This is an optimization exercise on Yosys and OpenROAD, whose aim is small area, not a production implementation. Only simulation tests tie the RTL to the original design; equivalence was not proved.

== job 102 ==
==> flow/design.v (excerpt) <==
module stopwatch (
    clk,
    KeyA, KeyB, KeyC,
    HEX0, HEX1, HEX2, HEX3, HEX4, HEX5, HEX6, HEX7,
    led_g, led_r1, led_r2
);
    input clk;
    input KeyA;
    input KeyB;
    input KeyC;
    output [6:0] HEX0, HEX1, HEX2, HEX3, HEX4, HEX5, HEX6, HEX7;
    output [2:0] led_g;
    output [8:0] led_r1;
    output [8:0] led_r2;
    wire rstn = KeyC;
    localparam [14:0] ZERO = 15'b000000000000000;
    function [6:0] seg;
        input [3:0] x;
        case (x)
            4'd0: seg = 7'b1000000;
            4'd1: seg = 7'b1000101;
            4'd2: seg = 7'b0000000;
            4'd3: seg = 7'b0100100;
            4'd4: seg = 7'b1111000;
            4'd5: seg = 7'b1111001;
            4'd6: seg = 7'b0010000;
            4'd7: seg = 7'b0110000;
            4'd8: seg = 7'b0000010;
            4'd9: seg = 7'b0000101;
            4'd10: seg = 7'b0000010;
            4'd11: seg = 7'b0100100;
            4'd12: seg = 7'b0011010;
            4'd13: seg = 7'b0011001;
            4'd14: seg = 7'b0010010;
            4'd15: seg = 7'b0110000;
        endcase
    endfunction
    function [3:0] tg;
        input [3:0] x;
        case (x)
            4'd0: tg = 4'b0101;
            4'd1: tg = 4'b1101;
            4'd2: tg = 4'b0100;
            4'd3: tg = 4'b1100;
            4'd4: tg = 4'b0110;
            4'd5: tg = 4'b0110;
            4'd6: tg = 4'b0110;
            4'd7: tg = 4'b0110;
            4'd8: tg = 4'b1100;
            4'd9: tg = 4'b1000;
            4'd10: tg = 4'b0100;
            4'd11: tg = 4'b1000;
            4'd12: tg = 4'b0111;
            4'd13: tg = 4'b0011;
            4'd14: tg = 4'b0110;
            4'd15: tg = 4'b0010;
        endcase
    endfunction
    function [0:0] l9;
        input [3:0] x;
        case (x)
            4'd0: l9 = 1'b0;
            4'd1: l9 = 1'b0;
            4'd2: l9 = 1'b0;
            4'd3: l9 = 1'b0;
            4'd4: l9 = 1'b0;
            4'd5: l9 = 1'b0;
            4'd6: l9 = 1'b1;
            4'd7: l9 = 1'b1;
            4'd8: l9 = 1'b0;
            4'd9: l9 = 1'b0;
            4'd10: l9 = 1'b0;
            4'd11: l9 = 1'b0;
            4'd12: l9 = 1'b0;
            4'd13: l9 = 1'b0;
            4'd14: l9 = 1'b0;
  ...
Settings: LEC_CHECK=0, ABC_AREA=1, CAP_MARGIN=20, CORE_MARGIN=2, CORE_UTILIZATION=60, SLEW_MARGIN=20; clock period 20.0 ns.
standard.sh (not shown) runs the stock make flow with config.mk's settings and CLKGATE_MAP_FILE= SYNTH_SCRIPT=/design/flow/synth_recipe.tcl, a recipe that flattens the netlist after the stock synthesis.
==> flow/flow/run.sh <==
#!/bin/bash
# The standard layout (standard.sh) with these changes to how it is made:
#  - after the standard synthesis, the combinational logic between the
#    flip-flops is re-mapped for area by ABC (flow/reopt.tcl, flow/area.abc);
#    the flip-flops, their names and cell types are those of the standard
#    synthesis;
#  - the buffers buffer_ports puts on every port are buf_1 cells;
#  - clock tree synthesis uses clkbuf_8 buffers driving clusters of at most
#    15 flip-flops within 60 um, with no dummy loads.
# Each tool's output goes to a log of its own here: synth.log, reopt.log,
# layout.log (and ORFS's per-step logs under orfs/logs/).
set -euo pipefail
HERE=$(pwd)
RES=$HERE/orfs/results/$FLOW_PLATFORM/stopwatch/base
bash standard.sh synth > synth.log 2>&1
cp $RES/1_2_yosys.v $HERE/standard_synth.v
LIB=$FLOW_HOME/platforms/sky130hd/lib/sky130_fd_sc_hd__tt_025C_1v80.lib \
IN_V=$HERE/standard_synth.v OUT_V=$HERE/reopt.v TOP=$FLOW_TOP \
DU=$HERE/flow/dont_use.txt CONSTR=$HERE/flow/abc.constr \
ABC_SCRIPT=$HERE/flow/area.abc \
    yosys -c $HERE/flow/reopt.tcl > reopt.log 2>&1
cp $HERE/reopt.v $RES/1_2_yosys.v
rm -f $RES/1_synth.odb $RES/1_synth.sdc
CTS="-sink_clustering_enable -repair_clock_nets -sink_clustering_size 15"
CTS="$CTS -sink_clustering_max_diameter 60 -buf_list sky130_fd_sc_hd__clkbuf_8"
CTS="$CTS -dont_use_dummy_load"
bash standard.sh \
    "BUFFER_PORTS_ARGS=-buffer_cell sky130_fd_sc_hd__buf_1" \
    "CTS_ARGS=$CTS" \
    finish > layout.log 2>&1
==> flow/flow/area.abc <==
strash
&get -n
&deepsyn -I 4 -J 200
&put
dch -f
amap
topo
Other scripts of this flow, unchanged in this note and not shown: flow/flow/abc.constr, flow/flow/dont_use.txt, flow/flow/reopt.tcl
Job 102 went all the way through synthesis, placement and routing and the layout is clean on timing, DRC and antenna.
### job 102 -> job 105
==> flow/flow/area.abc <==
strash
&get -n
&deepsyn -I 4 -J 200
&put
dch -f
amap -F 10 -A 30
topo
[summary]
Between job 105 and job 102, it is job 105 whose global-route wire length before repair is higher, by about 3%.
Per the comparison of job 105 with job 102, largest incremental delay on the critical path has increased; aggregate global-route resource usage has increased; sequential cell count of the final layout has remained practically unchanged; instance count after placement with tap cells included has decreased; core utilization has remained practically unchanged.
Routed wire length up about 2.3% in job 105 wrt job 102
Number of buffers added by the clock tree synthesis step: job 105 vs job 102 up 1
| tightest hold margin | lower: job 105 |

==> port drivers added, routing unchanged <==
In the flow no input, the clock included, has a driving cell. The finished layouts below were timed again as built, in two steps. Step 1 sets driving cells, clkbuf_16 on the clock port and buf_2 on the other inputs (assumed; they add their load-dependent delay and slew). Step 2 adds t to the input delays and takes it off the output delays; t is the mean of the earliest and latest rising clock arrival at the registers after step 1. Input paths then give back, and output paths get back, about the clock's delay inside the block. a / b / c = ideal / step 1 / step 2; a / b = the first two.
| run | shift t [ns] | slack for setup (ns) | cell pins on the clock port's net |
|---|---|---|---|
| job 102 | 0.511 | 13.728 / 13.691 / 14.202 | 1 |
| job 105 | 0.524 | 13.486 / 13.448 / 13.972 | 1 |
After both steps setup and hold are still met in every run listed.
